Context: an optimization exercise on an open-source flow, tuned for small area. The choices shown serve that exercise and are no tape-out recipe. RTL that was checked went through simulation tests only; none was proved equivalent to the original. For run 5, only the layout was checked, not whether the RTL still works. The clock port is modelled as an ideal driver; clocking choices that lean on that would not hold on a real chip. Power figures rest on the tool's default switching activity, not on a simulated workload.

==> flow/design.v <==
package gpio_reg_pkg;
  parameter int GPIOCount = 32;
  parameter int BlockAw = 11;
  parameter logic [BlockAw-1:0] GPIO_INFO_OFFSET = 11'h 0;
  parameter logic [BlockAw-1:0] GPIO_CFG_OFFSET = 11'h 4;
  parameter logic [BlockAw-1:0] GPIO_GPIO_MODE_0_OFFSET = 11'h 8;
  parameter logic [BlockAw-1:0] GPIO_GPIO_MODE_1_OFFSET = 11'h c;
  parameter logic [BlockAw-1:0] GPIO_GPIO_EN_OFFSET = 11'h 80;
  parameter logic [BlockAw-1:0] GPIO_GPIO_IN_OFFSET = 11'h 100;
  parameter logic [BlockAw-1:0] GPIO_GPIO_OUT_OFFSET = 11'h 180;
  parameter logic [BlockAw-1:0] GPIO_GPIO_SET_OFFSET = 11'h 200;
  parameter logic [BlockAw-1:0] GPIO_GPIO_CLEAR_OFFSET = 11'h 280;
  parameter logic [BlockAw-1:0] GPIO_GPIO_TOGGLE_OFFSET = 11'h 300;
  parameter logic [BlockAw-1:0] GPIO_INTRPT_RISE_EN_OFFSET = 11'h 380;
  parameter logic [BlockAw-1:0] GPIO_INTRPT_FALL_EN_OFFSET = 11'h 400;
  parameter logic [BlockAw-1:0] GPIO_INTRPT_LVL_HIGH_EN_OFFSET = 11'h 480;
  parameter logic [BlockAw-1:0] GPIO_INTRPT_LVL_LOW_EN_OFFSET = 11'h 500;
  parameter logic [BlockAw-1:0] GPIO_INTRPT_STATUS_OFFSET = 11'h 580;
  parameter logic [BlockAw-1:0] GPIO_INTRPT_RISE_STATUS_OFFSET = 11'h 600;
  parameter logic [BlockAw-1:0] GPIO_INTRPT_FALL_STATUS_OFFSET = 11'h 680;
  parameter logic [BlockAw-1:0] GPIO_INTRPT_LVL_HIGH_STATUS_OFFSET = 11'h 700;
  parameter logic [BlockAw-1:0] GPIO_INTRPT_LVL_LOW_STATUS_OFFSET = 11'h 780;
  parameter logic [19:0] GPIO_INFO_RESVAL = 20'h 800;
  parameter logic [9:0] GPIO_INFO_VERSION_RESVAL = 10'h 2;
  parameter logic [31:0] GPIO_GPIO_IN_RESVAL = 32'h 0;
  parameter logic [31:0] GPIO_GPIO_SET_RESVAL = 32'h 0;
  parameter logic [31:0] GPIO_GPIO_CLEAR_RESVAL = 32'h 0;
  parameter logic [31:0] GPIO_GPIO_TOGGLE_RESVAL = 32'h 0;
  parameter logic [31:0] GPIO_INTRPT_STATUS_RESVAL = 32'h 0;
  typedef enum int {
    GPIO_INFO,
    GPIO_CFG,
    GPIO_GPIO_MODE_0,
    GPIO_GPIO_MODE_1,
    GPIO_GPIO_EN,
    GPIO_GPIO_IN,
    GPIO_GPIO_OUT,
    GPIO_GPIO_SET,
    GPIO_GPIO_CLEAR,
    GPIO_GPIO_TOGGLE,
    GPIO_INTRPT_RISE_EN,
    GPIO_INTRPT_FALL_EN,
    GPIO_INTRPT_LVL_HIGH_EN,
    GPIO_INTRPT_LVL_LOW_EN,
    GPIO_INTRPT_STATUS,
    GPIO_INTRPT_RISE_STATUS,
    GPIO_INTRPT_FALL_STATUS,
    GPIO_INTRPT_LVL_HIGH_STATUS,
    GPIO_INTRPT_LVL_LOW_STATUS
  } gpio_id_e;
  parameter logic [75:0] GPIO_PERMIT = {
    4'b 1111,
    4'b 1111,
    4'b 1111,
    4'b 1111,
    4'b 1111,
    4'b 1111,
    4'b 1111,
    4'b 1111,
    4'b 1111,
    4'b 1111,
    4'b 1111,
    4'b 1111,
    4'b 1111,
    4'b 1111,
    4'b 1111,
    4'b 1111,
    4'b 1111,
    4'b 0001,
    4'b 0111
  };
endpackage
module gpio (
  input  logic        clk_i,
  input  logic        rst_ni,
  input  logic [31:0] gpio_in,
  output logic [31:0] gpio_out,
  output logic [31:0] gpio_tx_en_o,
  output logic [31:0] gpio_in_sync_o,
  output logic        global_interrupt_o,
  output logic [31:0] pin_level_interrupts_o,
  input  logic        reg_valid_i,
  input  logic        reg_write_i,
  input  logic [10:0] reg_addr_i,
  input  logic [31:0] reg_wdata_i,
  input  logic [3:0]  reg_wstrb_i,
  output logic [31:0] reg_rdata_o,
  output logic        reg_error_o,
  output logic        reg_ready_o
);
  logic [10:0] a;
  assign a = reg_addr_i;
  logic lo_grp;
  assign lo_grp = (a[10:4] == 7'd0) && (a[1:0] == 2'd0);
  logic hi_grp;
  assign hi_grp = (a[6:0] == 7'd0) && (a[10:7] != 4'd0);
  logic h_info, h_cfg, h_mode0, h_mode1;
  assign h_info  = lo_grp && (a[3:2] == 2'd0);
  assign h_cfg   = lo_grp && (a[3:2] == 2'd1);
  assign h_mode0 = lo_grp && (a[3:2] == 2'd2);
  assign h_mode1 = lo_grp && (a[3:2] == 2'd3);
  logic [15:0] h;   
  always_comb begin
    for (int k = 0; k < 16; k++) h[k] = hi_grp && (a[10:7] == k[3:0]);
  end
  logic hit;
  assign hit = lo_grp | hi_grp;
  logic strb_all, strb_bad;
  assign strb_all = &reg_wstrb_i;
  assign strb_bad = h_info ? ~&reg_wstrb_i[2:0] :
                    h_cfg  ? ~reg_wstrb_i[0] : ~strb_all;
  assign reg_error_o = reg_valid_i & (~hit | (reg_write_i & strb_bad));
  assign reg_ready_o = 1'b1;
  logic wr, wr_full;
  assign wr      = reg_valid_i & reg_write_i;
  assign wr_full = wr & strb_all;
  logic rst;
  assign rst = ~rst_ni;
  logic we_cfg, we_mode0, we_mode1, we_en, we_re, we_fe, we_he, we_le;
  assign we_cfg   = (wr & reg_wstrb_i[0] & h_cfg) | rst;
  assign we_mode0 = (wr_full & h_mode0) | rst;
  assign we_mode1 = (wr_full & h_mode1) | rst;
  assign we_en    = (wr_full & h[1]) | rst;
  assign we_re    = (wr_full & h[7]) | rst;
  assign we_fe    = (wr_full & h[8]) | rst;
  assign we_he    = (wr_full & h[9]) | rst;
  assign we_le    = (wr_full & h[10]) | rst;
  logic [31:0] wd;   
  assign wd = reg_wdata_i & {32{rst_ni}};
  logic [1:0]  cfg_q;
  logic [31:0] mode0_q, mode1_q, en_q, re_q, fe_q, he_q, le_q;
  always_ff @(posedge clk_i) begin
    if (we_cfg)   cfg_q   <= wd[1:0];
    if (we_mode0) mode0_q <= wd;
    if (we_mode1) mode1_q <= wd;
    if (we_en)    en_q    <= wd;
    if (we_re)    re_q    <= wd;
    if (we_fe)    fe_q    <= wd;
    if (we_he)    he_q    <= wd;
    if (we_le)    le_q    <= wd;
  end
  logic [63:0] mode;
  assign mode = {mode1_q, mode0_q};
  logic [31:0] out_q, out_d;
  logic w_out, w_set, w_clr, w_tog;
  assign w_out = wr_full & h[3];
  assign w_set = wr_full & h[4];
  assign w_clr = wr_full & h[5];
  assign w_tog = wr_full & h[6];
  always_comb begin
    for (int i = 0; i < 32; i++) begin
      out_d[i] = (out_q[i] & ~(reg_wdata_i[i] & (w_clr | w_tog)) & ~(w_out | rst))
               | (wd[i] & (w_out | w_set | (w_tog & ~out_q[i])));
    end
  end
  always_ff @(posedge clk_i) out_q <= out_d;
  assign gpio_out = out_q;
  logic [31:0] s1_q, s2_q, in_q;
  always_ff @(posedge clk_i, negedge rst_ni) begin
    if (!rst_ni) s1_q <= '0;
    else         s1_q <= gpio_in;
  end
  always_ff @(posedge clk_i) s2_q <= s1_q;
  logic [31:0] in_en;
  always_comb begin
    for (int i = 0; i < 32; i++)
      in_en[i] = rst | (en_q[i] & (mode[2*i +: 2] == 2'b00));
  end
  always_ff @(posedge clk_i) begin
    for (int i = 0; i < 32; i++)
      if (in_en[i]) in_q[i] <= s2_q[i];
  end
  assign gpio_in_sync_o = in_q;
  always_comb begin
    for (int i = 0; i < 32; i++)
      gpio_tx_en_o[i] = mode[2*i] ^ (mode[2*i+1] & out_q[i]);
  end
  logic [31:0] ev_r, ev_f, ev_h, ev_l, edges, pending;
  assign ev_r  =  s2_q & ~in_q & re_q;
  assign ev_f  = ~s2_q &  in_q & fe_q;
  assign ev_h  =  in_q & he_q;
  assign ev_l  = ~in_q & le_q;
  assign edges = ev_r | ev_f | ev_h | ev_l;
  logic [31:0] rs_q, fs_q, hs_q, ls_q;
  assign pending = rs_q | fs_q | hs_q | ls_q;
  logic w_st, c_rs, c_fs, c_hs, c_ls;
  assign w_st = wr_full & h[11];
  assign c_rs = (wr_full & h[12]) | w_st | rst;
  assign c_fs = (wr_full & h[13]) | w_st | rst;
  assign c_hs = (wr_full & h[14]) | w_st | rst;
  assign c_ls = (wr_full & h[15]) | w_st | rst;
  logic [31:0] wc;   
  assign wc = reg_wdata_i | {32{rst}};
  always_ff @(posedge clk_i) begin
    rs_q <= (rs_q | ev_r) & ~(wc & {32{c_rs}});
    fs_q <= (fs_q | ev_f) & ~(wc & {32{c_fs}});
    hs_q <= (hs_q | ev_h) & ~(wc & {32{c_hs}});
    ls_q <= (ls_q | ev_l) & ~(wc & {32{c_ls}});
  end
  assign pin_level_interrupts_o = cfg_q[1] ? pending : edges;
  assign global_interrupt_o     = cfg_q[0] ? |pending : |edges;
  logic [31:0] info_v, cfg_v, lo_v;
  assign info_v = 32'h0000_0820;
  assign cfg_v  = {30'd0, cfg_q};
  always_comb begin
    reg_rdata_o = {32{~hit}}
                | ({32{h_info}}  & info_v)
                | ({32{h_cfg}}   & cfg_v)
                | ({32{h_mode0}} & mode0_q)
                | ({32{h_mode1}} & mode1_q)
                | ({32{h[1]}}    & en_q)
                | ({32{h[2]}}    & in_q)
                | ({32{h[3]}}    & out_q)
                | ({32{h[7]}}    & re_q)
                | ({32{h[8]}}    & fe_q)
                | ({32{h[9]}}    & he_q)
                | ({32{h[10]}}   & le_q)
                | ({32{h[11] | h[12]}} & rs_q)
                | ({32{h[11] | h[13]}} & fs_q)
                | ({32{h[11] | h[14]}} & hs_q)
                | ({32{h[11] | h[15]}} & ls_q);
  end
endmodule
==> flow/flow/run.sh <==
#!/bin/bash
# Own layout flow: the standard flow (standard.sh) with these changes:
#  - ABC maps the logic with an area-oriented script (flow/area.abc) instead
#    of ORFS's delay-oriented one; everything else in synthesis is unchanged,
#    so the registers are the standard synthesis's;
#  - ports are buffered with buf_1 instead of the default buffer cell;
#  - clock tree: clkbuf_8 clusters, no dummy loads.
# Each tool's output goes to its own log in this folder (and ORFS's logs under
# orfs/logs/).
set -euo pipefail
W=$(pwd)
F=$W/flow

orig_synth=$(grep -o 'SYNTH_SCRIPT=[^ ]*' standard.sh | head -1 | cut -d= -f2-)
cat > "$W/area_synth.tcl" <<TCL
proc abc {args} {
  set i [lsearch -exact \$args -script]
  if {\$i >= 0} { lset args [expr {\$i + 1}] $F/area.abc }
  yosys abc {*}\$args
}
source $orig_synth
TCL
sed "s#SYNTH_SCRIPT=[^ ]*#SYNTH_SCRIPT=$W/area_synth.tcl#" standard.sh > "$W/area_standard.sh"

export BUFFER_PORTS_ARGS="-buffer_cell sky130_fd_sc_hd__buf_1"
export CTS_ARGS="-sink_clustering_enable -repair_clock_nets -dont_use_dummy_load -buf_list {sky130_fd_sc_hd__clkbuf_8} -sink_clustering_size 12 -sink_clustering_max_diameter 80"

bash "$W/area_standard.sh" > "$W/make_flow.log" 2>&1
==> flow/flow/area.abc <==
strash
dc2
&get -n
&dch -f
&nf -R 1000
&put
buffer -c -S 300 -N 16
topo
stime -c
upsize -c
dnsize -c
==> flow/standard.sh <==
#!/bin/bash
# synth_recipe.tcl (not shown) runs the flow's synth.tcl, then flattens the netlist and writes it again
# the make line also repeats each setting of config.mk as NAME=value (left out here)
make -C /OpenROAD-flow-scripts/flow DESIGN_CONFIG=/design/flow/config.mk WORK_HOME=/design/flow/orfs CLKGATE_MAP_FILE= SYNTH_SCRIPT=/design/flow/synth_recipe.tcl "${@:-finish}"
==> flow/config.mk <==
export PLATFORM = sky130hd
export DESIGN_NAME = gpio
export DESIGN_NICKNAME = gpio
export VERILOG_FILES = /design/flow/design.v
export SDC_FILE = /design/flow/constraint.sdc
export NUM_CORES = 4
export LEC_CHECK = 0
export CAP_MARGIN = 20
export CORE_MARGIN = 2
export CORE_UTILIZATION = 62
export GPL_TIMING_DRIVEN = 0
export SLEW_MARGIN = 20
==> flow/constraint.sdc <==
create_clock -name core_clock -period 10.0 [get_ports {clk_i}]
set_input_delay 2.0000 -clock core_clock [delete_from_list [all_inputs] [get_ports {clk_i}]]
set_output_delay 2.0000 -clock core_clock [all_outputs]
set_load 0.01 [all_outputs]
==> impl_metrics.env, run 1 <==
export IMPL_core_sq_um=31400
export IMPL_routed_wl_mm=75.0
export IMPL_worstSetupPathType="primary input to output pin"
export IMPL_antenna_left=0
export IMPL_syn_nets=1799
export IMPL_async_reset_ff_share_pct=6.64
export IMPL_fin_nets=2097
export IMPL_cp_required_ns=8.00
export IMPL_synth_top_area_share_pct=39.4
export IMPL_die_y_um=182
export IMPL_path_clk_slew_ns=0.08
export IMPL_antenna_found_initial=0
export IMPL_portBuffers=244
export IMPL_ys_top_cells_by_area="edfxtp_1, dfxtp_1, a21oi_1, dfrtp_1, nand2_1"
export IMPL_cts_root_buf="clkbuf_8"
export IMPL_postSynthCellCount=1716
export IMPL_path_cells="buf_1 > nor4_2 > and3_1 > buf_2 > nand2_1 > nor2_1 > buf_4 > buf_4 > a221oi_1 > and3_1 > nand2_1 > buf_1"
export IMPL_p_per_area_nw_per_um2=175
export IMPL_synth_area_per_cell_sq_um=11.5
export IMPL_hp_class="flip-flop to flip-flop"
export IMPL_post_cts_buffers=0
export IMPL_ir_worst_vdd_v=0.000136
export IMPL_slew_violations=0
export IMPL_finish_instance_area_sq_um=21900
export IMPL_cts_tree="done"
export IMPL_routedWlPerCell_um=31.1
export IMPL_syn_cell_area_sq_um=19700
export IMPL_dpl_cell_count=2368
export IMPL_drtIter0Drc=3265
export IMPL_period_share_pct=72.7
export IMPL_dieArea_sq_um=33200
export IMPL_crit_family="simple AND/OR/NAND/NOR gates"
export IMPL_areaGrowthSynthToFinish_pct=11.4
export IMPL_path_max_fanout=16
export IMPL_path_buf_inv=5
export IMPL_synth_top_area_cell="edfxtp_1"
export IMPL_clockBufferDepth=3
export IMPL_overflow=0
export IMPL_final_cell_count_no_fill=2415
export IMPL_insertion_delay_ns=0.60
export IMPL_fin_setup_tns_ns=0
export IMPL_critPathCaptureType="output pin"
export IMPL_pin_count=246
export IMPL_drive_gt1_share_pct=5.86
export IMPL_cp_arrival_ns=5.27
export IMPL_grt_pass1_wl_mm=105
export IMPL_yosysSeqAreaShare_pct=63.0
export IMPL_cts_buffers=46
export IMPL_rsz0062_at_grt="false"
export IMPL_vias=17500
export IMPL_via_per_inst=7.23
export IMPL_drc=0
export IMPL_critPathMaxStageDelay_ns=0.50
export IMPL_p_leak_nw=7.67
export IMPL_cp_slowest_cell="nor2_1"
export IMPL_hold_viol=0
export IMPL_period_needed_ns=7.27
export IMPL_ys_types=49
export IMPL_synth_edf_count=258
export IMPL_fmax_mhz=138
export IMPL_htreeDepth=2
export IMPL_fp_dieW_um=182
export IMPL_initial_utilization_pct=62.7
export IMPL_slew_headroom_pct=16.8
export IMPL_synth_seq_cells=482
export IMPL_grt_usage_pct=44.1
export IMPL_synth_top_flop_cell="edfxtp_1"
export IMPL_setup_viol=0
export IMPL_place_gp_congestion=1.02
export IMPL_cts_sinks=482
export IMPL_first_pass_iters=7
export IMPL_cap_violations=0
export IMPL_dp_hpwl_mm=46.6
export IMPL_placed_cell_area_sq_um=21300
export IMPL_status="no timing/DRC/antenna violations"
export IMPL_num_rows=65
export IMPL_start_kind="primary input"
export IMPL_fillCellCount=2379
export IMPL_grt_max_degree=33
export IMPL_yosysWarnings=1
export IMPL_grt_pass1_vias=16200
export IMPL_worstMarginPinSlew_ns=1.22
export IMPL_cts_resized=0
export IMPL_ctsHoldBuffers=0
export IMPL_fin_skew_ns=0.0477
## cell usage in the layout (no fill, tap or decap), drive strengths merged, types with 21 or more instances in the layout
master     n
and3      29
a32o      31
a2111oi   28
a222oi    32
o21ai     40
nand3     21
mux2i     28
dfrtp     32
nand2    204
clkbuf    52
xnor2     32
dfxtp    192
a21oi    167
nor4      38
inv       21
nor2     193
nor2b     32
edfxtp   258
buf      299
and2      32
nand2b    34
a22oi     34
a22o      47
a221oi    78
## registers in the layout, summed over array words and instances, names as in the netlist
register	flops
en_q	32
fe_q	32
fs_q	32
he_q	32
hs_q	32
in_q	32
le_q	32
ls_q	32
mode0_q	32
mode1_q	32
out_q	32
re_q	32
rs_q	32
s1_q	32
s2_q	32
cfg_q	2
## kinds of logic after synthesis
group                  synth area share (%)
AO/OA/AOI/OAI                          17.6
XOR/XNOR                               1.42
buffers and inverters                  1.91
flip-flops                             63.0
multiplexers                           1.42
other                                0.0191
AND/OR/NAND/NOR                        14.6
## synthesized netlist by cell type, types with 2 or more instances
cell type and number:
nor3_2 3, buf_4 15, and2_1 32, o21ai_1 6, buf_2 24, clkbuf_1 6, nand2_1 204, a21boi_1 2
a21oi_1 167, o21ai_0 34, nand4_1 16, a2111o_1 3, nor2b_1 32, nor4_1 36, inv_1 20, xnor2_1 32
o31ai_1 16, nand2b_1 34, dfrtp_1 32, mux2i_1 28, edfxtp_1 258, a2111oi_0 28, and4_1 4, a221oi_1 78
o21a_1 2, nor2_1 192, a32o_1 31, buf_1 10, a22oi_1 34, a22o_1 47, a222oi_1 32, and3_1 29
nand3_1 20, nand3b_1 3, dfxtp_1 192
## layout make-up
| type | count | area (sq um) | area share, % |
|---|---|---|---|
| sequential | 482 | 12400 | 56.6 |
| antenna | 1 | 2.50 | 0.0114 |
| inverter | 22 | 82.6 | 0.377 |
| buffer | 55 | 307 | 1.40 |
| tap | 402 | 503 | 2.30 |
| clock buffer | 46 | 633 | 2.89 |
| timing repair buffer | 250 | 1030 | 4.72 |
| multi-input combinational | 1157 | 6950 | 31.7 |
## metal layers
metal | up-vias | track usage, % | routed length [um] | part of all wire [%]
met4 | 0 | 27.9 | 5420 | 7.2
met1 | 8274 | 59.1 | 25800 | 34
met3 | 390 | 10.0 | 11800 | 16
met2 | 1641 | 65.6 | 32000 | 43
met5 | - | 0 | 0 | 0
li1 | 7151 | - | - | -
## power breakdown
part           internal (mW)  switching, mW  leakage (nW)  total [mW]
Combinational          0.127          0.268          2.88       0.396
Clock                  0.410          0.636         0.331        1.05
Sequential              2.25          0.137          4.46        2.39
Total                   2.79           1.04          7.67        3.83
## final timing paths
| path | from | end | slack [ns] | cells after the start |
|---|---|---|---|---|
| max | reg_addr_i[9] | reg_rdata_o[13] | 2.73 | 12 |
| min | s1_q[28] | s2_q[28] | 0.34 | 0 |
| max reg2reg | mode1_q[20] | in_q[26] | 8.79 | 1 |
| min reg2reg | s1_q[28] | s2_q[28] | 0.34 | 0 |
| max in group asynchronous | rst_ni | s1_q[1] | 7.99 | 2 |
| min in group asynchronous | rst_ni | s1_q[22] | 1.41 | 1 |
## metrics by stage
step | power (mW) | util [%] | hold WS [ns] | worst slack, ns
floorplan | 2.61 | - | 0.324 | 4.29
global placement | 2.79 | 67.2 | 0.325 | 0.592
detailed placement | 2.81 | 67.8 | 0.327 | 2.88
CTS | 3.80 | 69.8 | 0.340 | 2.87
global route | 3.93 | 69.8 | 0.350 | 2.74
finish | 3.83 | 69.8 | 0.342 | 2.73
==> inputs of run 2 (changes only) <==
--- a/flow/flow/run.sh
+++ b/flow/flow/run.sh
@@ -25,3 +25,3 @@
 export BUFFER_PORTS_ARGS="-buffer_cell sky130_fd_sc_hd__buf_1"
-export CTS_ARGS="-sink_clustering_enable -repair_clock_nets -dont_use_dummy_load -buf_list {sky130_fd_sc_hd__clkbuf_8} -sink_clustering_size 12 -sink_clustering_max_diameter 80"
+export CTS_ARGS="-sink_clustering_enable -repair_clock_nets -dont_use_dummy_load -buf_list {sky130_fd_sc_hd__clkbuf_8} -sink_clustering_size 14 -sink_clustering_max_diameter 60"
 
==> run 2 against run 1 <==
Compared with the run above: register-to-register slack worse by 0.03 ns; via count is 0.50% higher; utilization down 0.21 points; worst setup slack got worse by 0.038 ns; sequential share of layout area up 0.17 points; largest power group unchanged; count of clock-buffer cells in the layout down 5; non-clock buffer count did not move; cell count is 0.17% lower; total power fell by 1.3%; clock power is 5% lower; critical path depth unchanged; flip-flop and latch count unchanged.
==> impl_metrics.env, run 2 <==
export IMPL_antenna_found_initial=1
export IMPL_rsz0062_at_grt="false"
export IMPL_hold_slack_ns=0.338
export IMPL_place_gp_congestion=1.02
export IMPL_path_max_fanout=16
export IMPL_cts_sinks=482
export IMPL_p_leak_nw=7.64
export IMPL_routed_wl_mm=74.9
export IMPL_fillCellCount=2394
export IMPL_post_cts_buffers=0
export IMPL_syn_cell_area_sq_um=19700
export IMPL_overflow=0
export IMPL_hold_viol=0
export IMPL_cts_buffers=41
export IMPL_start_kind="primary input"
export IMPL_period_share_pct=73.1
export IMPL_die_y_um=182
export IMPL_dpl_cell_count=2368
export IMPL_pre_cts_ws_ns=2.88
export IMPL_drtIter0Drc=3394
export IMPL_initial_utilization_pct=62.7
export IMPL_portBuffers=244
export IMPL_cts_root_buf="clkbuf_8"
export IMPL_slew_violations=0
export IMPL_cap_violations=0
export IMPL_status="no timing/DRC/antenna violations"
export IMPL_cts_tree="done"
export IMPL_worstSetupPathType="primary input to output pin"
export IMPL_routedWlPerCell_um=31.1
export IMPL_synth_top_area_cell="edfxtp_1"
export IMPL_finish_instance_area_sq_um=21800
export IMPL_htreeDepth=2
export IMPL_dp_hpwl_mm=46.6
export IMPL_use_met3_pct=10.1
export IMPL_cts_resized=0
export IMPL_fmax_mhz=137
export IMPL_critPathCaptureType="output pin"
export IMPL_ys_top_cells_by_area="edfxtp_1, dfxtp_1, a21oi_1, dfrtp_1, nand2_1"
export IMPL_path_clk_slew_ns=0.08
export IMPL_placed_cell_area_sq_um=21300
export IMPL_fp_dieW_um=182
export IMPL_clockBufferDepth=3
export IMPL_synth_edf_count=258
export IMPL_insertion_delay_ns=0.60
export IMPL_cp_arrival_ns=5.31
export IMPL_yosysSeqAreaShare_pct=63.0
export IMPL_slew_headroom_pct=16.8
export IMPL_hp_class="flip-flop to flip-flop"
export IMPL_setup_viol=0
export IMPL_pin_count=246
export IMPL_fin_skew_ns=0.0460
export IMPL_synth_top_flop_cell="edfxtp_1"
export IMPL_vias=17500
export IMPL_dieArea_sq_um=33200
export IMPL_drc=0
export IMPL_grt_busiest_layer="met2"
export IMPL_async_reset_ff_share_pct=6.64
export IMPL_mostFrequentLayoutCells="edfxtp_1, buf_1, nand2_1"
export IMPL_grt_use_met1_pct=59.1
export IMPL_p_per_area_nw_per_um2=173
export IMPL_drive_gt1_share_pct=5.63
export IMPL_syn_nets=1799
export IMPL_ir_worst_vdd_v=0.000131
export IMPL_via_per_inst=7.28
export IMPL_final_cell_count_no_fill=2411
export IMPL_core_sq_um=31400
export IMPL_ctsHoldBuffers=0
export IMPL_synth_area_per_cell_sq_um=11.5
export IMPL_utilization_pct=69.6
export IMPL_synth_top_area_share_pct=39.4
export IMPL_first_pass_iters=8
export IMPL_final_common_cell="edfxtp_1"
export IMPL_num_rows=65
export IMPL_cp_required_ns=8.00
export IMPL_antenna_left=0
export IMPL_fin_nets=2092
export IMPL_grt_pass1_wl_mm=105
export IMPL_grt_pass1_vias=16100
export IMPL_ys_types=49
export IMPL_finalPower_mw=3.78
export IMPL_synth_most_common_cell="edfxtp_1"
export IMPL_areaGrowthSynthToFinish_pct=11.0
export IMPL_period_needed_ns=7.31
export IMPL_grt_max_degree=33
export IMPL_synth_seq_cells=482
export IMPL_setup_slack_ns=2.69
export IMPL_yosysWarnings=1
export IMPL_synth_common_cells="edfxtp_1, nand2_1, dfxtp_1, nor2_1, a21oi_1"
export IMPL_postSynthCellCount=1716
export IMPL_grt_use_met2_pct=65.0
export IMPL_worstMarginPinSlew_ns=1.22
export IMPL_fin_setup_tns_ns=0
export IMPL_grt_usage_pct=44.1
[run 2: cell counts after synthesis]
Identical to the previous run, type by type.
[run 2: worst max-delay path, cell delays in order]
cell,delay (ns)
buf_1,0.21
nor4_2,0.44
and3_1,0.20
buf_2,0.17
nand2_1,0.08
nor2_1,0.55
buf_4,0.49
buf_4,0.42
a221oi_1,0.14
and3_1,0.23
nand2_1,0.18
buf_1,0.18
[run 2: layout make-up]
class,count,area [sq um],share of cell area [%]
repair buffers,250,1030,4.74
well taps,402,503,2.30
inverters,22,82.6,0.378
flip-flops and latches,482,12400,56.7
clock buffers,41,564,2.58
diodes,2,5.00,0.0229
multi-input cells,1157,6950,31.8
plain buffers,55,307,1.40
[run 2: logic make-up (layout without fill, tap and decap cells)]
family          count (synthesis)  in the layout  share of synthesized area (%)
simple gates                  613            613                           14.6
compound gates                483            483                           17.6
flops                         482            482                           63.0
buf+inv                        77            368                           1.91
xor+xnor                       32             32                           1.42
mux                            28             28                           1.42
other cells                     1              3                         0.0191
[run 2: power by group]
part	switching, mW	internal [mW]
registers	0.138	2.25
logic	0.269	0.127
clock network	0.625	0.368
[run 2: worst paths after layout]
kind	to	slack (ns)	cells past startpoint	from
worst max-delay path	reg_rdata_o[13]	2.69	12	reg_addr_i[9]
worst min-delay path	s2_q[10]	0.34	0	s1_q[10]
worst max register to register	in_q[26]	8.76	1	mode1_q[21]
worst min register to register	s2_q[10]	0.34	0	s1_q[10]
max in group asynchronous	s1_q[1]	8.00	2	rst_ni
min in group asynchronous	s1_q[23]	1.41	1	rst_ni
[run 2: routing by layer]
layer  share of wire, %  vias up
met1                 35     8316
li1                   -     7138
met4                7.2        0
met2                 43     1721
met5                  0        -
met3                 15      369
==> inputs of run 3 (changes only) <==
==> flow/flow/area.abc (replaced) <==
strash
dc2
&get -n
&dch -f
&nf -R 1000
&put
buffer -c -S 300 -N 16
topo
stime -c
dnsize -c
==> run 3 against run 2 <==
Compared with the run above: combinational power is 1% lower; critical endpoint unchanged; maximum frequency fell by 6.4%; clock power about the same.
==> impl_metrics.env, run 3 <==
export IMPL_fin_skew_ns=0.0307
export IMPL_hold_viol=0
export IMPL_hold_slack_ns=0.323
export IMPL_fmax_mhz=128
export IMPL_yosysWarnings=1
export IMPL_synth_top_flop_cell="edfxtp_1"
export IMPL_synth_most_common_cell="edfxtp_1"
export IMPL_synth_seq_cells=482
export IMPL_clockBufferDepth=3
export IMPL_areaGrowthSynthToFinish_pct=11.1
export IMPL_overflow=0
export IMPL_grt_max_degree=33
export IMPL_final_seq_area_sq_um=12400
export IMPL_path_max_fanout=16
export IMPL_initial_utilization_pct=62.5
export IMPL_cp_startpoint="reg_addr_i[9]"
export IMPL_via_per_inst=7.09
export IMPL_period_share_pct=78.1
export IMPL_endpoint="reg_rdata_o[13]"
export IMPL_period_needed_ns=7.81
export IMPL_cap_violations=0
export IMPL_rsz0062_at_grt="false"
export IMPL_hp_class="flip-flop to flip-flop"
export IMPL_slew_headroom_pct=12.4
export IMPL_grt_pass1_wl_mm=104
export IMPL_synth_common_cells="edfxtp_1, nand2_1, nor2_1, dfxtp_1, a21oi_1"
export IMPL_drc=0
export IMPL_final_cell_count_no_fill=2408
export IMPL_cp_required_ns=8.00
export IMPL_status="no timing/DRC/antenna violations"
export IMPL_die_y_um=182
export IMPL_syn_cell_area_sq_um=19600
export IMPL_drive_gt1_share_pct=5.24
export IMPL_routed_wl_mm=73.8
export IMPL_dp_hpwl_mm=46.1
export IMPL_setup_viol=0
export IMPL_postSynthCellCount=1716
export IMPL_cts_sinks=482
export IMPL_htreeDepth=2
export IMPL_pre_cts_ws_ns=2.37
export IMPL_start_kind="primary input"
export IMPL_crit_family="buffers and inverters"
export IMPL_grt_pass1_vias=16000
export IMPL_path_buf_inv=5
export IMPL_path_cells="buf_1 > nor4_1 > and3_1 > clkbuf_1 > nand2_1 > nor2_1 > buf_2 > buf_2 > a221oi_1 > and3_1 > nand2_1 > buf_1"
export IMPL_ys_types=43
export IMPL_synth_edf_count=258
export IMPL_cp_slowest_cell="buf_2"
export IMPL_fillCellCount=2448
export IMPL_mostFrequentLayoutCells="edfxtp_1, buf_1, nand2_1"
export IMPL_r2r_start="mode1_q[22]"
export IMPL_antenna_left=0
export IMPL_vias=17100
export IMPL_hold_path_depth=0
export IMPL_synth_top_area_cell="edfxtp_1"
export IMPL_critPathCaptureType="output pin"
export IMPL_pin_count=246
export IMPL_timing_rr_end="in_q[27]"
export IMPL_multi_input_area_sq_um=6920
export IMPL_first_pass_iters=9
export IMPL_cts_buffers=41
export IMPL_slew_violations=0
export IMPL_insertion_delay_ns=0.60
export IMPL_reg2reg_depth=1
export IMPL_synth_top_area_share_pct=39.6
export IMPL_worstMarginPinSlew_ns=1.28
export IMPL_setup_slack_ns=2.19
export IMPL_num_rows=65
export IMPL_post_cts_buffers=0
export IMPL_grt_usage_pct=43.8
export IMPL_synth_area_per_cell_sq_um=11.4
export IMPL_worstSetupPathType="primary input to output pin"
export IMPL_syn_nets=1799
export IMPL_routedWlPerCell_um=30.6
export IMPL_fp_dieW_um=182
export IMPL_antenna_found_initial=2
export IMPL_dpl_cell_count=2366
export IMPL_fin_setup_tns_ns=0
export IMPL_portBuffers=244
export IMPL_dieArea_sq_um=33000
export IMPL_cts_root_buf="clkbuf_8"
export IMPL_critPathMaxStageDelay_ns=0.68
export IMPL_cp_arrival_ns=5.81
export IMPL_yosysSeqAreaShare_pct=63.3
export IMPL_finalPower_mw=3.77
export IMPL_fin_nets=2090
export IMPL_final_common_cell="edfxtp_1"
export IMPL_ys_top_cells_by_area="edfxtp_1, dfxtp_1, a21oi_1, dfrtp_1, nand2_1"
export IMPL_place_gp_congestion=0.968
export IMPL_cts_resized=0
export IMPL_p_leak_nw=7.60
export IMPL_drtIter0Drc=2741
export IMPL_ctsHoldBuffers=0
export IMPL_cp_num_cells=12
export IMPL_core_sq_um=31300
export IMPL_r2r_slack_ns=8.76
export IMPL_path_clk_slew_ns=0.10
export IMPL_p_per_area_nw_per_um2=173
export IMPL_ir_worst_vdd_v=0.000131
export IMPL_async_reset_ff_share_pct=6.64
export IMPL_cts_tree="done"
[run 3: per-layer routing]
metal  wire (um)  share of wire [%]  vias to the layer above  global-route usage (%)
met5           0                  0                        -                       0
met4        4420                6.0                        0                    22.8
met3       11000                 15                      319                    12.4
met2       32500                 44                     1538                    66.9
met1       25800                 35                     8081                    57.4
li1            -                  -                     7137                       -
[run 3: kinds of logic (layout without fill, tap and decap cells)]
kind of cell	Yosys count	count (layout)	share of synthesized area, %
DFF	482	482	63.3
buffers and inverters	77	366	1.58
muxes	28	28	1.43
and+or+nand+nor	613	613	14.5
AOI/OAI and AO/OA	483	483	17.7
xor gates and xnor gates	32	32	1.43
other	1	2	0.0192
[run 3: worst min path at each step]
stage             start  endpoint  slack, ns
4_1_cts        s1_q[10]  s2_q[10]       0.33
5_1_grt        s1_q[25]  s2_q[25]       0.34
3_5_place_dp    s1_q[1]   s2_q[1]       0.33
2_1_floorplan   s1_q[0]   s2_q[0]       0.32
3_3_place_gp   s1_q[25]  s2_q[25]       0.32
6_report       s1_q[25]  s2_q[25]       0.32
[run 3: power by group]
part	total, mW	switching [mW]	internal (mW)
Clock	0.991	0.622	0.368
Sequential	2.39	0.135	2.25
Combinational	0.391	0.266	0.125
Total	3.77	1.02	2.75
[run 3: final cells by class]
cell class,count,share of cell area [%]
antenna,1,0.0115
buffer,55,1.24
clock buffer,41,2.60
inverter,22,0.380
multi-input combinational,1157,31.8
sequential,482,57.0
tap,402,2.31
timing repair buffer,248,4.62
[run 3: through the flow]
| step | utilization, % | area [sq um] |
|---|---|---|
| after floorplan | - | 19600 |
| after global placement | 67.0 | 21000 |
| after detailed placement | 67.6 | 21200 |
| after CTS | 69.4 | 21700 |
| after global routing | 69.4 | 21700 |
| final | 69.4 | 21700 |
==> inputs of run 4 (changes only) <==
--- a/flow/flow/run.sh
+++ b/flow/flow/run.sh
@@ -6,3 +6,4 @@
 #  - ports are buffered with buf_1 instead of the default buffer cell;
-#  - clock tree: clkbuf_8 clusters, no dummy loads.
+#  - clock tree: clkbuf_8 clusters, no dummy loads;
+#  - repair does not use the largest buffers (flow/nobig.tcl).
 # Each tool's output goes to its own log in this folder (and ORFS's logs under
@@ -24,2 +25,5 @@
 
+export PRE_RESIZE_TCL="$F/nobig.tcl"
+export PRE_CTS_TCL="$F/nobig.tcl"
+export PRE_GLOBAL_ROUTE_TCL="$F/nobig.tcl"
 export BUFFER_PORTS_ARGS="-buffer_cell sky130_fd_sc_hd__buf_1"
==> flow/flow/nobig.tcl (new file) <==
# Keep the largest buffers out of repair, so that it buffers high-fanout nets
# with smaller ones.
set_dont_use {sky130_fd_sc_hd__buf_8 sky130_fd_sc_hd__buf_12 sky130_fd_sc_hd__buf_16}
==> run 4 against run 3 <==
Compared with the run above: still clean; sequential power barely moved; die area did not move; critical path depth did not move; maximum frequency fell by 0.80%; clock skew fell by 0.0012 ns; register-to-register slack got worse by 0.03 ns; combinational power barely moved; synthesized area did not move; routed wire length rose by 0.30%; flip-flop and latch count did not move; sequential share of layout area rose by 0.12 points; global-route usage rose by 0.37 points.
==> impl_metrics.env, run 4 <==
export IMPL_initial_utilization_pct=62.5
export IMPL_hp_class="flip-flop to flip-flop"
export IMPL_synth_seq_cells=482
export IMPL_final_common_cell="edfxtp_1"
export IMPL_fp_dieW_um=182
export IMPL_cts_resized=0
export IMPL_period_share_pct=78.7
export IMPL_path_clk_slew_ns=0.09
export IMPL_cts_buffers=41
export IMPL_async_reset_ff_share_pct=6.64
export IMPL_cp_arrival_ns=5.87
export IMPL_status="no timing/DRC/antenna violations"
export IMPL_start_kind="primary input"
export IMPL_mostFrequentLayoutCells="edfxtp_1, buf_1, nand2_1"
export IMPL_endpoint="reg_rdata_o[13]"
export IMPL_place_gp_congestion=0.968
export IMPL_use_met3_pct=11.0
export IMPL_drtIter0Drc=3097
export IMPL_routedWlPerCell_um=30.8
export IMPL_synth_top_area_share_pct=39.6
export IMPL_fin_setup_tns_ns=0
export IMPL_post_cts_buffers=0
export IMPL_grt_use_met1_pct=58.5
export IMPL_placed_cell_area_sq_um=21100
export IMPL_grt_busiest_layer="met2"
export IMPL_fin_skew_ns=0.0295
export IMPL_ys_top_cells_by_area="edfxtp_1, dfxtp_1, a21oi_1, dfrtp_1, nand2_1"
export IMPL_antenna_found_initial=1
export IMPL_syn_cell_area_sq_um=19600
export IMPL_hold_viol=0
export IMPL_n_antenna_cell=0
export IMPL_cp_required_ns=8.00
export IMPL_synth_common_cells="edfxtp_1, nand2_1, nor2_1, dfxtp_1, a21oi_1"
export IMPL_dp_hpwl_mm=46.2
export IMPL_timing_rr_end="in_q[27]"
export IMPL_r2r_slack_ns=8.73
export IMPL_rsz0062_at_grt="false"
export IMPL_finish_instance_area_sq_um=21700
export IMPL_grt_use_met2_pct=67.2
export IMPL_fmax_mhz=127
export IMPL_synth_top_area_cell="edfxtp_1"
export IMPL_ys_types=43
export IMPL_via_per_inst=7.12
export IMPL_portBuffers=244
export IMPL_finalPower_mw=3.77
export IMPL_overflow=0
export IMPL_insertion_delay_ns=0.61
export IMPL_postSynthCellCount=1716
export IMPL_routed_wl_mm=74.0
export IMPL_critPathCaptureType="output pin"
export IMPL_areaGrowthSynthToFinish_pct=10.8
export IMPL_ir_worst_vdd_v=0.000134
export IMPL_grt_pass1_wl_mm=104
export IMPL_path_buf_inv=5
export IMPL_slew_violations=0
export IMPL_synth_edf_count=258
export IMPL_cp_num_cells=12
export IMPL_vias=17100
export IMPL_syn_nets=1799
export IMPL_drive_gt1_share_pct=5.24
export IMPL_worstMarginPinSlew_ns=1.24
export IMPL_cts_sinks=482
export IMPL_grt_max_degree=33
export IMPL_p_leak_nw=7.58
export IMPL_cap_violations=0
export IMPL_antenna_left=0
export IMPL_grt_usage_pct=44.2
export IMPL_dieArea_sq_um=33000
export IMPL_yosysWarnings=1
export IMPL_critPathMaxStageDelay_ns=0.69
export IMPL_synth_most_common_cell="edfxtp_1"
export IMPL_num_rows=65
export IMPL_synth_top_flop_cell="edfxtp_1"
export IMPL_core_sq_um=31300
export IMPL_ctsHoldBuffers=0
export IMPL_cp_slowest_cell="buf_2"
export IMPL_die_y_um=182
export IMPL_drc=0
export IMPL_slew_headroom_pct=15.2
export IMPL_pin_count=246
export IMPL_r2r_start="mode1_q[22]"
export IMPL_synth_area_per_cell_sq_um=11.4
export IMPL_period_needed_ns=7.87
export IMPL_crit_family="buffers and inverters"
export IMPL_setup_viol=0
export IMPL_fin_nets=2090
export IMPL_p_per_area_nw_per_um2=174
export IMPL_worstSetupPathType="primary input to output pin"
export IMPL_reg2reg_depth=1
export IMPL_path_cells="buf_1 > nor4_1 > and3_1 > clkbuf_1 > nand2_1 > nor2_1 > buf_2 > buf_2 > a221oi_1 > and3_1 > nand2_1 > buf_1"
export IMPL_grt_pass1_vias=16100
export IMPL_first_pass_iters=8
export IMPL_cp_startpoint="reg_addr_i[9]"
export IMPL_cts_tree="done"
export IMPL_path_max_fanout=16
export IMPL_fillCellCount=2427
export IMPL_yosysSeqAreaShare_pct=63.3
==> run 4: power by group <==
part | internal, mW | switching (mW) | total [mW] | leakage [nW]
logic | 0.123 | 0.265 | 0.389 | 2.83
registers | 2.25 | 0.135 | 2.39 | 4.46
clock network | 0.368 | 0.622 | 0.990 | 0.295
total | 2.75 | 1.02 | 3.77 | 7.58
==> run 4: cells by family after synthesis <==
family	share of synthesized area [%]
compound gates	17.7
xor+xnor	1.43
buf+inv	1.58
flops	63.3
mux	1.43
other cells	0.0192
simple gates	14.5
==> run 4: routing by layer <==
layer	up-vias	part of all wire [%]
li1	7131	-
met1	8154	35
met2	1555	44
met3	308	15
met4	0	6.2
met5	-	0
==> run 4: layout make-up <==
class	instances	area (sq um)	share of cell area (%)
Sequential cell	482	12400	57.1
Multi-Input combinational cell	1157	6920	31.9
Timing Repair Buffer	248	962	4.44
Clock buffer	41	564	2.60
Tap cell	402	503	2.32
Buffer	55	270	1.25
Inverter	22	82.6	0.381
==> run 4: worst min-delay path by stage <==
stage,start,slack [ns],cells past startpoint,to
after floorplan,s1_q[0],0.32,0,s2_q[0]
after global placement,s1_q[25],0.32,0,s2_q[25]
after detailed placement,s1_q[6],0.33,0,s2_q[6]
after CTS,s1_q[25],0.33,0,s2_q[25]
after global routing,s1_q[10],0.34,0,s2_q[10]
final,s1_q[25],0.32,0,s2_q[25]
==> run 4: per-stage QoR <==
stage	utilization (%)	setup slack, ns	instances	hold WS, ns
after floorplan	-	3.90	1716	0.324
after global placement	67.0	0.836	2362	0.324
after detailed placement	67.5	2.37	2366	0.327
after CTS	69.3	2.36	2407	0.330
after global routing	69.3	2.13	2407	0.336
final	69.3	2.13	2407	0.320
==> inputs of run 5 (changes only) <==
--- a/flow/design.v
+++ b/flow/design.v
@@ -149,6 +149,13 @@
   assign w_tog = wr_full & h[6];
+  logic w_load, w_mod;
+  assign w_load = w_out | rst;
+  assign w_mod  = w_set | w_clr | w_tog;
   always_comb begin
     for (int i = 0; i < 32; i++) begin
-      out_d[i] = (out_q[i] & ~(reg_wdata_i[i] & (w_clr | w_tog)) & ~(w_out | rst))
-               | (wd[i] & (w_out | w_set | (w_tog & ~out_q[i])));
+      if (w_load)
+        out_d[i] = wd[i];
+      else if (reg_wdata_i[i] & w_mod)
+        out_d[i] = w_set | (w_tog & ~out_q[i]);
+      else
+        out_d[i] = out_q[i];
     end
--- a/flow/flow/run.sh
+++ b/flow/flow/run.sh
@@ -1,3 +1,3 @@
 #!/bin/bash
-# Own layout flow: the standard flow (standard.sh) with these changes:
+# Own layout flow: the standard flow (standard.sh) with three changes:
 #  - ABC maps the logic with an area-oriented script (flow/area.abc) instead
@@ -6,4 +6,3 @@
 #  - ports are buffered with buf_1 instead of the default buffer cell;
-#  - clock tree: clkbuf_8 clusters, no dummy loads;
-#  - repair does not use the largest buffers (flow/nobig.tcl).
+#  - clock tree: clkbuf_8 clusters, no dummy loads.
 # Each tool's output goes to its own log in this folder (and ORFS's logs under
@@ -25,7 +24,4 @@
 
-export PRE_RESIZE_TCL="$F/nobig.tcl"
-export PRE_CTS_TCL="$F/nobig.tcl"
-export PRE_GLOBAL_ROUTE_TCL="$F/nobig.tcl"
 export BUFFER_PORTS_ARGS="-buffer_cell sky130_fd_sc_hd__buf_1"
-export CTS_ARGS="-sink_clustering_enable -repair_clock_nets -dont_use_dummy_load -buf_list {sky130_fd_sc_hd__clkbuf_8} -sink_clustering_size 14 -sink_clustering_max_diameter 60"
+export CTS_ARGS="-sink_clustering_enable -repair_clock_nets -dont_use_dummy_load -buf_list {sky130_fd_sc_hd__clkbuf_8} -sink_clustering_size 16 -sink_clustering_max_diameter 60"
 
==> flow/flow/area.abc (replaced) <==
strash
dc2
&get -n
&dch -f
&nf -R 1000
&put
buffer -c
topo
stime -c
upsize -c
dnsize -c
--- a/flow/config.mk
+++ b/flow/config.mk
@@ -9,3 +9,3 @@
 export CORE_MARGIN = 2
-export CORE_UTILIZATION = 62
+export CORE_UTILIZATION = 50
 export GPL_TIMING_DRIVEN = 0
removed: flow/flow/nobig.tcl
==> run 5 against run 4 <==
Compared with the run above: combinational power increased by 15%; still clean; worst setup slack got worse by 0.75 ns; global-route usage decreased by 1.7 points; maximum frequency decreased by 8.7%; critical path depth unchanged; sequential power increased by 2%; synthesized area increased by 3.3%; clock skew increased by 0.061 ns; die area increased by 27%.
==> impl_metrics.env, run 5 <==
export IMPL_synth_top_flop_cell="edfxtp_1"
export IMPL_syn_cell_area_sq_um=20200
export IMPL_cts_sinks=482
export IMPL_yosysWarnings=1
export IMPL_overflow=0
export IMPL_slew_violations=0
export IMPL_fin_nets=2198
export IMPL_synthXorXnorAreaFrac_pct=1.39
export IMPL_dp_hpwl_mm=61.4
export IMPL_synth_top_area_share_pct=43.1
export IMPL_hold_start="s1_q[16]"
export IMPL_worstSetupPathType="primary input to output pin"
export IMPL_start_kind="primary input"
export IMPL_cap_violations=0
export IMPL_grt_pass1_wl_mm=123
export IMPL_slew_headroom_pct=13.6
export IMPL_mostFrequentLayoutCells="edfxtp_1, nor2_1, buf_1"
export IMPL_ys_top_cells_by_area="edfxtp_1, dfxtp_1, nor2_1, a21oi_1, nand2_1"
export IMPL_period_share_pct=86.2
export IMPL_post_cts_buffers=0
export IMPL_first_pass_iters=10
export IMPL_synth_edf_count=290
export IMPL_synth_top_family_by_area="simple AND/OR/NAND/NOR gates"
export IMPL_cts_resized=0
export IMPL_period_needed_ns=8.62
export IMPL_syn_nets=1907
export IMPL_synth_seq_cells=482
export IMPL_hp_class="flip-flop to flip-flop"
export IMPL_die_y_um=205
export IMPL_cp_required_ns=8.00
export IMPL_drive_gt1_share_pct=4.92
export IMPL_fin_setup_tns_ns=0
export IMPL_antenna_found_initial=3
export IMPL_synth_area_per_cell_sq_um=11.1
export IMPL_cp_startpoint="reg_addr_i[8]"
export IMPL_grt_pass1_vias=16600
export IMPL_rsz0062_at_grt="false"
export IMPL_drtIter0Drc=3646
export IMPL_yosysSeqAreaShare_pct=62.9
export IMPL_synth_top_area_cell="edfxtp_1"
export IMPL_synth_most_common_cell="edfxtp_1"
export IMPL_worstMarginPinSlew_ns=1.30
export IMPL_setup_viol=0
export IMPL_initial_utilization_pct=50.7
export IMPL_pin_count=246
export IMPL_fmax_mhz=116
export IMPL_path_max_fanout=10
export IMPL_ys_types=50
export IMPL_status="no timing/DRC/antenna violations"
export IMPL_num_rows=73
export IMPL_cp_arrival_ns=6.62
export IMPL_antenna_left=0
export IMPL_cts_root_buf="clkbuf_8"
export IMPL_dieArea_sq_um=42000
export IMPL_vias=18200
export IMPL_ir_worst_vdd_v=0.000124
export IMPL_place_gp_congestion=0.984
export IMPL_synth_adder_area_share_pct=0
export IMPL_synth_simple_gate_area_share_pct=16.1
export IMPL_insertion_delay_ns=0.68
export IMPL_p_leak_nw=7.98
export IMPL_async_reset_ff_share_pct=6.64
export IMPL_clockBufferDepth=3
export IMPL_routedWlPerCell_um=34.3
export IMPL_grt_usage_pct=42.4
export IMPL_ctsHoldBuffers=0
export IMPL_hold_slack_ns=0.335
export IMPL_synth_common_cells="edfxtp_1, nor2_1, nand2_1, a21oi_1, dfxtp_1"
export IMPL_yosys_mux_area_fraction_pct=1.29
export IMPL_path_clk_slew_ns=0.10
export IMPL_core_sq_um=39800
export IMPL_cts_buffers=39
export IMPL_htreeDepth=2
export IMPL_hold_viol=0
export IMPL_areaGrowthSynthToFinish_pct=11.6
export IMPL_fp_dieW_um=205
export IMPL_portBuffers=242
export IMPL_critPathCaptureType="output pin"
export IMPL_postSynthCellCount=1824
export IMPL_p_per_area_nw_per_um2=173
export IMPL_cts_tree="done"
export IMPL_routed_wl_mm=90.5
export IMPL_fin_skew_ns=0.0905
export IMPL_drc=0
export IMPL_via_per_inst=6.89
export IMPL_grt_max_degree=33
export IMPL_r2r_start="mode0_q[26]"
export IMPL_final_common_cell="edfxtp_1"
export IMPL_synth_compound_area_share_pct=15.9
## run 5: cell types whose count changed after synthesis, sizes merged, moves of 24 or more
cell / delta
a222oi: +41
nand2: +24
edfxtp: +32
a221oi: -44
nor2: +60
a32o: -31
a21o: +32
dfxtp: -32
a22o: -43
clkbuf: +39
## run 5: through the flow
stage	setup WS [ns]	std cells	utilization [%]	area, sq um	power [mW]
global placement	-0.693	2591	54.7	21800	2.89
finish	1.38	2639	56.7	22600	3.90
CTS	1.68	2637	56.6	22500	3.87
detailed placement	1.69	2598	55.3	22000	2.90
global route	1.52	2638	56.6	22600	3.99
floorplan	3.74	1824	-	20200	2.66
## run 5: where the power goes
part / switching, mW / internal, mW
clock: 0.668 / 0.351
combinational: 0.306 / 0.142
sequential: 0.157 / 2.28
total: 1.13 / 2.77
## run 5: area by class of cell
type / count / area (sq um)
multi-input combinational: 1229 / 7080
antenna: 1 / 2.50
timing repair buffer: 250 / 1080
fill: 3613 / 17300
buffer: 95 / 424
tap: 525 / 657
clock buffer: 39 / 537
inverter: 18 / 67.6
sequential: 482 / 12700
## run 5: cells by family (layout without fill, tap and decap cells)
group                  Yosys count  count (layout)
AND/OR/NAND/NOR                712             712
flip-flops                     482             482
AO/OA/AOI/OAI                  458             458
buffers and inverters          113             402
XOR/XNOR                        32              32
multiplexers                    26              26
other                            1               2
## run 5: critical path, cell delays in order
cell	delay [ns]
buf_1	0.17
or2_4	0.33
nor3_4	0.16
nor2b_1	0.43
nand2_1	0.10
nor2_1	0.52
buf_4	0.31
clkbuf_1	0.91
clkbuf_1	0.99
a221oi_1	0.28
nand4_1	0.24
buf_1	0.17
## run 5: final timing paths
check | cells after the start | end | slack [ns]
max | 12 | reg_rdata_o[5] | 1.38
min | 0 | s2_q[16] | 0.34
max in group asynchronous | 2 | s1_q[1] | 8.07
min in group asynchronous | 1 | s1_q[18] | 1.34
max reg2reg | 3 | in_q[13] | 8.54
min reg2reg | 0 | s2_q[16] | 0.34
## run 5: per-layer routing
layer  global-route usage (%)  up-vias  part of all wire [%]
met1                     57.3     8768                    36
met2                     61.4     1671                    42
met3                     11.7      322                    16
met4                     24.5        4                   6.8
met5                        0        -                 0.038
li1                         -     7411                     -

-- afterwards: timing with drivers on the ports --
In the flow no input, the clock included, has a driving cell. The finished layouts below were timed again as built, in two steps.
Step 1 (the two cells are an assumption about what drives the block):
set clk [get_ports {clk_i}]
set_driving_cell -lib_cell sky130_fd_sc_hd__clkbuf_16 $clk
set_driving_cell -lib_cell sky130_fd_sc_hd__buf_2 [delete_from_list [all_inputs] $clk]
Step 2, shift: input delay + t, output delay - t, t = (earliest + latest rising clock arrival at the registers) / 2. This alone moves slack from input paths to output paths.
a / b / c = ideal ports / drivers / drivers and shift; a / b = the first two.
| run | t, ns | slack for setup (ns) | hold WS [ns] | worst slew at a driven data input, ns | cell pins on the clock port's net |
|---|---|---|---|---|---|
| run 1 | 0.633 | 2.728 / 2.707 / 2.707 | 0.342 / 0.342 / 0.342 | 0.04 | 1 |
| run 2 | 0.629 | 2.690 / 2.669 / 2.669 | 0.338 / 0.338 / 0.338 | 0.04 | 1 |
| run 3 | 0.631 | 2.191 / 2.169 / 2.169 | 0.323 / 0.323 / 0.323 | 0.09 | 1 |
| run 4 | 0.649 | 2.128 / 2.107 / 2.107 | 0.320 / 0.320 / 0.320 | 0.10 | 1 |
| run 5 | 0.690 | 1.376 / 1.324 / 1.324 | 0.335 / 0.335 / 0.335 | 0.07 | 1 |
After both steps setup and hold are still met in every run listed. For run 5, which loses most, drivers alone change the setup slack by -0.052 ns; drivers and shift together by -0.052 ns.
